Background: an optimization exercise with open tools, aiming at small area and a short achievable clock period. Do not read the settings as production practice. At most, simulation tests tie the RTL to the original design; equivalence was not proved. Power and IR drop assume default switching activity.

==> inputs of run Z <==
Design neural_network, start of the top module:
module neural_network (
    input wire clk,
    input wire reset,
    input wire changes,
    input wire [1:0] selector_output,
    input wire [7:0] data_in,
    output wire [7:0] network_outputs
);
Settings: LEC_CHECK=0, CAP_MARGIN=20, CORE_MARGIN=2, CORE_UTILIZATION=40, SETUP_SLACK_MARGIN=4, SLEW_MARGIN=20, SYNTH_HIERARCHICAL=1; clock period 9.0 ns.
run.sh (not shown) runs the stock make flow with config.mk's settings and CLKGATE_MAP_FILE= SYNTH_SCRIPT=/design/flow/synth_recipe.tcl, a recipe that flattens the netlist after the stock synthesis.
==> run D (differences from run Z) <==
- CTS_BUF_LIST: not set -> sky130_fd_sc_hd__clkbuf_4 sky130_fd_sc_hd__clkbuf_8
- SETUP_SLACK_MARGIN: 4 -> 4.5
==> run F (differences from run Z) <==
--- a/flow/design.v
+++ b/flow/design.v
@@ -514,38 +514,18 @@
 wire x511;
 csa_x u512 (c6_397, x509, x511);
 wire x513;
 csa_x u514 (x511, c6_400, x513);
 wire x515;
 csa_x u516 (k6_403, x513, x515);
-wire th0_517, tk0_518;
-csa_ha u519 (s0_144, h0_147, th0_517, tk0_518);
-wire ts1_520, tc1_521;
-csa_fa u522 (s1_159, h1_162, thn[1], ts1_520, tc1_521);
-wire ts2_523, tc2_524;
-csa_fa u525 (s2_183, s2_186, thn[2], ts2_523, tc2_524);
-wire ts3_526, tc3_527;
-csa_fa u528 (s3_219, h3_222, thn[3], ts3_526, tc3_527);
-wire ts4_529, tc4_530;
-csa_fa u531 (s4_267, h4_270, thn[4], ts4_529, tc4_530);
-wire ts5_532, tc5_533;
-csa_fa u534 (s5_327, h5_330, thn[5], ts5_532, tc5_533);
-wire ts6_535, tc6_536;
-csa_fa u537 (s6_399, h6_402, thn[6], ts6_535, tc6_536);
-wire tx538;
-csa_x u539 (x515, thn[7], tx538);
-wire tx540;
-csa_x u541 (tx538, tc6_536, tx540);
 wire [6:0] ra = {s6_399, s5_327, s4_267, s3_219, s2_183, s1_159, s0_144};
 wire [6:0] rb = {h6_402, h5_330, h4_270, h3_222, s2_186, h1_162, h0_147};
 wire [7:0] lo = {1'b0, ra} + {1'b0, rb};
 assign s = {x515 ^ lo[7], lo[6:0]};
-wire [6:0] ta = {tc5_533, tc4_530, tc3_527, tc2_524, tc1_521, tk0_518, thn[0]};
-wire [6:0] tb = {ts6_535, ts5_532, ts4_529, ts3_526, ts2_523, ts1_520, th0_517};
-wire [7:0] tl = {1'b0, ta} + {1'b0, tb} + 8'd1;
-assign neg_r = tx540 ^ tl[7];
+wire [7:0] rr = s + thn + 8'd1;
+assign neg_r = rr[7];
 endmodule
 module csa_fa(input a, input b, input c, output s, output co);
 assign s = a ^ b ^ c;
 assign co = (a & b) | (a & c) | (b & c);
 endmodule
 module csa_ha(input a, input b, output s, output co);
- SETUP_SLACK_MARGIN: 4 -> 3
==> out/summary.md <==
For met3 alone, demand over resource in global routing was 4.42%. The reported net switching power is 610 uW. The tools report the clock tree root buffer cell as clkbuf_16. The logs give 35 for the count of clock-net buffers in the final layout and 6.22 ns for the critical path arrival. The run finished with no timing, DRC or antenna violations. The die height was 229 um.

The worst-case clock skew was 0.0382 ns. Global routing used 23.3% of the available tracks.
Source of the figures above: run F

==> out/summary.md <==
The clock net in this run drives a total of 237 sinks. The run gives 0.0430 ns as the worst-case clock skew. The reported net switching power came out at 712 uW. For met3 alone, demand over resource in global routing was 7.98%. Together, buffers and inverters on the worst path number 3. Critical path arrival: 5.93 ns.

The tools report the final-report max-slew violation count as 0. The end of the worst hold path is machine_inst.st_in$_SDFF_PP1_. The mean instance size in the synthesized netlist came out at 10.2 sq um. After layout, the clock buffer instance count stands at 64.

The clock tree root buffer cell was clkbuf_8. TritonCTS built the clock tree. Measured along the y axis, the die boundary spans 233 um. The tools report the count of final hold-check violations as 0.

The run finished with no timing, DRC or antenna violations.
Source of the figures above: run D

==> out/summary.md <==
For this run, global-route usage on met3 was measured as 4.84%. The clock tree root buffer cell is clkbuf_16. In the finished layout, the clock tree contains a buffer count of 40. In this run the post-CTS setup repair buffer count came out at 106. Yosys mapped a number of flops with a built-in enable equal to 0. Global routing used 26.7% of the available tracks across all layers. The die height was 233 um.

After layout, the buffer instance count without clock buffers stands at 150. Group with the largest share of power: clock. The fraction of final cell area spent on non-clock buffers in this run is 7.44%.

The logs give 5.83 ns for the critical path arrival and 0.0139 ns for the worst-case clock skew. Setup violations remaining at the end of the flow were counted as 0. The run finished with no timing, DRC or antenna violations.
Source of the figures above: run Z


==> 06-23 <==
Starting RTL as in the previous note.
Settings: LEC_CHECK=0, CAP_MARGIN=20, CORE_MARGIN=2, CORE_UTILIZATION=55, SETUP_SLACK_MARGIN=4.5, SLEW_MARGIN=20, SYNTH_HIERARCHICAL=1; clock period 9.0 ns.
==> 08-04 (differences from 06-23) <==
--- a/flow/design.v
+++ b/flow/design.v
@@ -514,38 +514,18 @@
 wire x511;
 csa_x u512 (c6_397, x509, x511);
 wire x513;
 csa_x u514 (x511, c6_400, x513);
 wire x515;
 csa_x u516 (k6_403, x513, x515);
-wire th0_517, tk0_518;
-csa_ha u519 (s0_144, h0_147, th0_517, tk0_518);
-wire ts1_520, tc1_521;
-csa_fa u522 (s1_159, h1_162, thn[1], ts1_520, tc1_521);
-wire ts2_523, tc2_524;
-csa_fa u525 (s2_183, s2_186, thn[2], ts2_523, tc2_524);
-wire ts3_526, tc3_527;
-csa_fa u528 (s3_219, h3_222, thn[3], ts3_526, tc3_527);
-wire ts4_529, tc4_530;
-csa_fa u531 (s4_267, h4_270, thn[4], ts4_529, tc4_530);
-wire ts5_532, tc5_533;
-csa_fa u534 (s5_327, h5_330, thn[5], ts5_532, tc5_533);
-wire ts6_535, tc6_536;
-csa_fa u537 (s6_399, h6_402, thn[6], ts6_535, tc6_536);
-wire tx538;
-csa_x u539 (x515, thn[7], tx538);
-wire tx540;
-csa_x u541 (tx538, tc6_536, tx540);
 wire [6:0] ra = {s6_399, s5_327, s4_267, s3_219, s2_183, s1_159, s0_144};
 wire [6:0] rb = {h6_402, h5_330, h4_270, h3_222, s2_186, h1_162, h0_147};
 wire [7:0] lo = {1'b0, ra} + {1'b0, rb};
 assign s = {x515 ^ lo[7], lo[6:0]};
-wire [6:0] ta = {tc5_533, tc4_530, tc3_527, tc2_524, tc1_521, tk0_518, thn[0]};
-wire [6:0] tb = {ts6_535, ts5_532, ts4_529, ts3_526, ts2_523, ts1_520, th0_517};
-wire [7:0] tl = {1'b0, ta} + {1'b0, tb} + 8'd1;
-assign neg_r = tx540 ^ tl[7];
+wire [7:0] rr = s + thn + 8'd1;
+assign neg_r = rr[7];
 endmodule
 module csa_fa(input a, input b, input c, output s, output co);
 assign s = a ^ b ^ c;
 assign co = (a & b) | (a & c) | (b & c);
 endmodule
 module csa_ha(input a, input b, output s, output co);
- CORE_UTILIZATION: 55 -> 40
- PLACE_DENSITY: not set -> 0.7
- SETUP_SLACK_MARGIN: 4.5 -> 3.25
==> 12-12 (differences from 06-23) <==
--- a/flow/design.v
+++ b/flow/design.v
@@ -514,38 +514,18 @@
 wire x511;
 csa_x u512 (c6_397, x509, x511);
 wire x513;
 csa_x u514 (x511, c6_400, x513);
 wire x515;
 csa_x u516 (k6_403, x513, x515);
-wire th0_517, tk0_518;
-csa_ha u519 (s0_144, h0_147, th0_517, tk0_518);
-wire ts1_520, tc1_521;
-csa_fa u522 (s1_159, h1_162, thn[1], ts1_520, tc1_521);
-wire ts2_523, tc2_524;
-csa_fa u525 (s2_183, s2_186, thn[2], ts2_523, tc2_524);
-wire ts3_526, tc3_527;
-csa_fa u528 (s3_219, h3_222, thn[3], ts3_526, tc3_527);
-wire ts4_529, tc4_530;
-csa_fa u531 (s4_267, h4_270, thn[4], ts4_529, tc4_530);
-wire ts5_532, tc5_533;
-csa_fa u534 (s5_327, h5_330, thn[5], ts5_532, tc5_533);
-wire ts6_535, tc6_536;
-csa_fa u537 (s6_399, h6_402, thn[6], ts6_535, tc6_536);
-wire tx538;
-csa_x u539 (x515, thn[7], tx538);
-wire tx540;
-csa_x u541 (tx538, tc6_536, tx540);
 wire [6:0] ra = {s6_399, s5_327, s4_267, s3_219, s2_183, s1_159, s0_144};
 wire [6:0] rb = {h6_402, h5_330, h4_270, h3_222, s2_186, h1_162, h0_147};
 wire [7:0] lo = {1'b0, ra} + {1'b0, rb};
 assign s = {x515 ^ lo[7], lo[6:0]};
-wire [6:0] ta = {tc5_533, tc4_530, tc3_527, tc2_524, tc1_521, tk0_518, thn[0]};
-wire [6:0] tb = {ts6_535, ts5_532, ts4_529, ts3_526, ts2_523, ts1_520, th0_517};
-wire [7:0] tl = {1'b0, ta} + {1'b0, tb} + 8'd1;
-assign neg_r = tx540 ^ tl[7];
+wire [7:0] rr = s + thn + 8'd1;
+assign neg_r = rr[7];
 endmodule
 module csa_fa(input a, input b, input c, output s, output co);
 assign s = a ^ b ^ c;
 assign co = (a & b) | (a & c) | (b & c);
 endmodule
 module csa_ha(input a, input b, output s, output co);
- CORE_UTILIZATION: 55 -> 40
- SETUP_SLACK_MARGIN: 4.5 -> 3.75
==> notes <==
06-23 passed the timing, DRC and antenna checks. 12-12 produced a clean layout. 08-04 completed without violations.
Sequential share of layout area: 08-04 > 12-12 > 06-23.
Routed wire length: 08-04 < 12-12 < 06-23.
In 08-04 the area after synthesis is lower than in 06-23, by about 3.4%.
Clock-buffer cell count: 08-04 > 12-12 > 06-23.
Clock power: 12-12 is higher than 06-23 (about 10%).
The highest clock skew belongs to 06-23, the lowest to 08-04.

==> inputs of run K <==
RTL: one of the versions met above, not the one the previous note started from.
clock: 9.0 ns
lec_check: 0
cap_margin: 20
core_margin: 2
core_utilization: 40
cts_cluster_diameter: 80
cts_cluster_size: 30
setup_slack_margin: 3.5
slew_margin: 20
synth_hierarchical: 1
==> inputs of run X, as changes to run K <==
--- a/flow/config.mk
+++ b/flow/config.mk
@@ -8,8 +8,6 @@
 export CAP_MARGIN = 20
 export CORE_MARGIN = 2
 export CORE_UTILIZATION = 40
-export CTS_CLUSTER_DIAMETER = 80
-export CTS_CLUSTER_SIZE = 30
-export SETUP_SLACK_MARGIN = 3.5
+export SETUP_SLACK_MARGIN = 4.5
 export SLEW_MARGIN = 20
 export SYNTH_HIERARCHICAL = 1
==> run_results.csv <==
group,metric,value,unit
setup_path,reg2reg_to,"shift_reg_inst.x0[1]",
setup_path,r2r_cells,20,
placement,dp_slack,2671,ps
final_layout,regArea,0.004873,sq mm
final_layout,syn_to_final_growth,14.85,%
cts,cts-resized-gates,77,
final_layout,multiInputGateArea,0.01530,sq mm
placement,dpl.cell_count,2614,
route,wl,64770,microns
route,drt-pass1-iter-count,5,
power_and_ir_drop,p_comb,219,uW
outcome,status,"finished clean",
Source of the figures above: run K

==> run_results.csv <==
group,metric,value,unit
route,wl,69850,microns
setup_path,r2r_cells,19,
outcome,status,"finished clean",
placement,dp_slack,3102,ps
placement,dpl.cell_count,2591,
setup_path,reg2reg_to,"shift_reg_inst.x0[4]",
final_layout,multiInputGateArea,0.01591,sq mm
Source of the figures above: run X


==> 10-09: inputs <==
Starting RTL as in the previous note.
==> flow/config.mk <==
export PLATFORM = sky130hd
export DESIGN_NAME = neural_network
export DESIGN_NICKNAME = neural_network
export VERILOG_FILES = /design/flow/design.v
export SDC_FILE = /design/flow/constraint.sdc
export NUM_CORES = 4
export LEC_CHECK = 0
export CAP_MARGIN = 20
export CORE_MARGIN = 2
export CORE_UTILIZATION = 40
export SETUP_SLACK_MARGIN = 3.25
export SLEW_MARGIN = 20
export SYNTH_HIERARCHICAL = 1
==> flow/constraint.sdc <==
create_clock -name core_clock -period 9.0 [get_ports {clk}]
set_input_delay 1.8000 -clock core_clock [delete_from_list [all_inputs] [get_ports {clk}]]
set_output_delay 1.8000 -clock core_clock [all_outputs]
set_load 0.01 [all_outputs]
==> inputs of 11-23, as changes to 10-09 <==
--- a/flow/design.v
+++ b/flow/design.v
@@ -58,16 +58,34 @@
     case (selector_output)
         2'd0: network_outputs <= ~x0;
         2'd1: network_outputs <= ~x1;
         2'd2: network_outputs <= ~x2;
         default: network_outputs <= ~x3;
     endcase
 end
 endmodule
+module input_copy (
+    input wire clk,
+    input wire n_in,
+    input wire n_hold,
+    input wire n_out,
+    input wire [7:0] data_in,
+    input wire [7:0] s0, s1, s2, s3,
+    input wire [3:0] neg_r,
+    output reg [7:0] x0, x1, x2, x3
+);
+wire [3:0] kill = neg_r | {4{n_out}};
+always @(posedge clk) begin
+    x0 <= (~data_in | {8{n_in}}) & (x0 | {8{n_hold}}) & (~s0 | {8{kill[0]}});
+    x1 <= (x0 | {8{n_in}}) & (x1 | {8{n_hold}}) & (~s1 | {8{kill[1]}});
+    x2 <= (x1 | {8{n_in}}) & (x2 | {8{n_hold}}) & (~s2 | {8{kill[2]}});
+    x3 <= (x2 | {8{n_in}}) & (x3 | {8{n_hold}}) & (~s3 | {8{kill[3]}});
+end
+endmodule
 module register_parameters (
     input wire clk,
     input wire take,
     input wire keep,
     input wire [7:0] data_in,
     output reg [191:0] p
 );
 always @(posedge clk)
@@ -512,22 +530,42 @@
 wire x509;
 csa_x u510 (x505, x507, x509);
 wire x511;
 csa_x u512 (c6_397, x509, x511);
 wire x513;
 csa_x u514 (x511, c6_400, x513);
 wire x515;
 csa_x u516 (k6_403, x513, x515);
+wire th0_517, tk0_518;
+csa_ha u519 (s0_144, h0_147, th0_517, tk0_518);
+wire ts1_520, tc1_521;
+csa_fa u522 (s1_159, h1_162, thn[1], ts1_520, tc1_521);
+wire ts2_523, tc2_524;
+csa_fa u525 (s2_183, s2_186, thn[2], ts2_523, tc2_524);
+wire ts3_526, tc3_527;
+csa_fa u528 (s3_219, h3_222, thn[3], ts3_526, tc3_527);
+wire ts4_529, tc4_530;
+csa_fa u531 (s4_267, h4_270, thn[4], ts4_529, tc4_530);
+wire ts5_532, tc5_533;
+csa_fa u534 (s5_327, h5_330, thn[5], ts5_532, tc5_533);
+wire ts6_535, tc6_536;
+csa_fa u537 (s6_399, h6_402, thn[6], ts6_535, tc6_536);
+wire tx538;
+csa_x u539 (x515, thn[7], tx538);
+wire tx540;
+csa_x u541 (tx538, tc6_536, tx540);
 wire [6:0] ra = {s6_399, s5_327, s4_267, s3_219, s2_183, s1_159, s0_144};
 wire [6:0] rb = {h6_402, h5_330, h4_270, h3_222, s2_186, h1_162, h0_147};
 wire [7:0] lo = {1'b0, ra} + {1'b0, rb};
 assign s = {x515 ^ lo[7], lo[6:0]};
-wire [7:0] rr = s + thn + 8'd1;
-assign neg_r = rr[7];
+wire [6:0] ta = {tc5_533, tc4_530, tc3_527, tc2_524, tc1_521, tk0_518, thn[0]};
+wire [6:0] tb = {ts6_535, ts5_532, ts4_529, ts3_526, ts2_523, ts1_520, th0_517};
+wire [7:0] tl = {1'b0, ta} + {1'b0, tb} + 8'd1;
+assign neg_r = tx540 ^ tl[7];
 endmodule
 module csa_fa(input a, input b, input c, output s, output co);
 assign s = a ^ b ^ c;
 assign co = (a & b) | (a & c) | (b & c);
 endmodule
 module csa_ha(input a, input b, output s, output co);
 assign s = a ^ b;
 assign co = a & b;
@@ -559,16 +597,23 @@
 wire [3:0] neg_r;
 shift_register_inputs shift_reg_inst (
     .clk(clk), .n_in(n_in), .n_hold(n_hold), .n_out(n_out),
     .data_in(data_in), .selector_output(selector_output),
     .s0(s0), .s1(s1), .s2(s2), .s3(s3), .neg_r(neg_r),
     .x0(x0), .x1(x1), .x2(x2), .x3(x3),
     .network_outputs(network_outputs)
 );
+wire [7:0] y0, y1, y2, y3;
+input_copy input_copy_inst (
+    .clk(clk), .n_in(n_in), .n_hold(n_hold), .n_out(n_out),
+    .data_in(data_in),
+    .s0(s0), .s1(s1), .s2(s2), .s3(s3), .neg_r(neg_r),
+    .x0(y0), .x1(y1), .x2(y2), .x3(y3)
+);
 wire [7:0] w00 = p[7:0];
 wire [7:0] w01 = p[15:8];
 wire [7:0] w02 = p[23:16];
 wire [7:0] w03 = p[31:24];
 wire [7:0] b0 = p[39:32];
 wire [7:0] th0 = p[47:40];
 wire [7:0] w10 = p[55:48];
 wire [7:0] w11 = p[63:56];
@@ -585,11 +630,11 @@
 wire [7:0] w30 = p[151:144];
 wire [7:0] w31 = p[159:152];
 wire [7:0] w32 = p[167:160];
 wire [7:0] w33 = p[175:168];
 wire [7:0] b3 = p[183:176];
 wire [7:0] th3 = p[191:184];
 perceptron perceptron0 (.xn0(x0), .xn1(x1), .xn2(x2), .xn3(x3), .wn0(w00), .wn1(w01), .wn2(w02), .wn3(w03), .bn(b0), .thn(th0), .s(s0), .neg_r(neg_r[0]));
 perceptron perceptron1 (.xn0(x0), .xn1(x1), .xn2(x2), .xn3(x3), .wn0(w10), .wn1(w11), .wn2(w12), .wn3(w13), .bn(b1), .thn(th1), .s(s1), .neg_r(neg_r[1]));
-perceptron perceptron2 (.xn0(x0), .xn1(x1), .xn2(x2), .xn3(x3), .wn0(w20), .wn1(w21), .wn2(w22), .wn3(w23), .bn(b2), .thn(th2), .s(s2), .neg_r(neg_r[2]));
-perceptron perceptron3 (.xn0(x0), .xn1(x1), .xn2(x2), .xn3(x3), .wn0(w30), .wn1(w31), .wn2(w32), .wn3(w33), .bn(b3), .thn(th3), .s(s3), .neg_r(neg_r[3]));
+perceptron perceptron2 (.xn0(y0), .xn1(y1), .xn2(y2), .xn3(y3), .wn0(w20), .wn1(w21), .wn2(w22), .wn3(w23), .bn(b2), .thn(th2), .s(s2), .neg_r(neg_r[2]));
+perceptron perceptron3 (.xn0(y0), .xn1(y1), .xn2(y2), .xn3(y3), .wn0(w30), .wn1(w31), .wn2(w32), .wn3(w33), .bn(b3), .thn(th3), .s(s3), .neg_r(neg_r[3]));
 endmodule
SETUP_SLACK_MARGIN = 4.5   (was 3.25)
==> summary.md <==
| Metric | Value |
|---|---|
| Total number of cells along the worst setup path | 17 |
| Number of instances in the placed design | 2,800 |
| Area share of the largest cell type after synthesis | 31.9% |
| Number of synthesized register bits | 269 |
| Final layout net count | 2,730 |
| Post-CTS sizing | 267 |
| Clock Skews | 0.0188 ns |
| Post-synthesis xor/xnor area fraction | 10.0% |
| CTS Sinks | 269 |
| Run status | timing/DRC/antenna clean |
| Static Leakage | 12.0 nW |
| Worst slack at placement | 3.16 ns |
| Net switching power figure | 0.739 mW |
| Half-perimeter wire length after detailed placement | 48,100 um |
The numbers above come from 11-23.

==> summary.md <==
| Metric | Value |
|---|---|
| CTS Sinks | 237 |
| Clock Skews | 0.0352 ns |
| Static Leakage | 11.1 nW |
| Run status | timing/DRC/antenna clean |
| Total number of cells along the worst setup path | 16 |
| Area share of the largest cell type after synthesis | 32.5% |
| Number of synthesized register bits | 237 |
| Post-CTS sizing | 29 |
| Net switching power figure | 0.612 mW |
The numbers above come from 10-09.

For 11-23, only the layout was checked, not whether the RTL still works.

## separate check: timing with driven ports
The flow's constraints put no driver on any port. The routed layouts listed below were extracted and timed again, unchanged, in two steps.
Step 1 (the two cells are an assumption about what drives the block):
set clk [get_ports {clk}]
set_driving_cell -lib_cell sky130_fd_sc_hd__clkbuf_16 $clk
set_driving_cell -lib_cell sky130_fd_sc_hd__buf_2 [delete_from_list [all_inputs] $clk]
Step 2 moves the port delays by t, midway between the first and last clock arrival at a register: inputs arrive t later, outputs are due t later. That takes back most of the time a late clock gives input paths.
a / b / c = no drivers / after step 1 / after step 2; a / b = the first two.
run	shift t [ns]	setup slack, ns	hold slack, ns	worst register clock-pin slew, ns
run Z	0.634	3.629 / 3.629 / 3.629	0.462 / 0.462 / 0.462	0.07 / 0.07
run D	0.694	3.593 / 3.593 / 3.593	0.463 / 0.463 / 0.463	0.07 / 0.07
run F	0.623	3.234 / 3.234 / 3.234	0.451 / 0.451 / 0.451	0.06 / 0.06
06-23	0.632	3.735 / 3.735 / 3.735	0.460 / 0.460 / 0.460	0.07 / 0.07
08-04	0.611	3.348 / 3.348 / 3.348	0.457 / 0.457 / 0.457	0.07 / 0.07
12-12	0.633	3.549 / 3.549 / 3.549	0.457 / 0.457 / 0.457	0.07 / 0.07
run K	0.593	3.586 / 3.586 / 3.586	0.455 / 0.455 / 0.455	0.11 / 0.11
run X	0.627	3.661 / 3.661 / 3.661	0.453 / 0.453 / 0.453	0.06 / 0.06
10-09	0.622	3.443 / 3.443 / 3.443	0.451 / 0.451 / 0.451	0.06 / 0.06
11-23	0.647	3.674 / 3.674 / 3.674	0.449 / 0.449 / 0.449	0.07 / 0.07
After both steps every run listed still meets setup and hold.
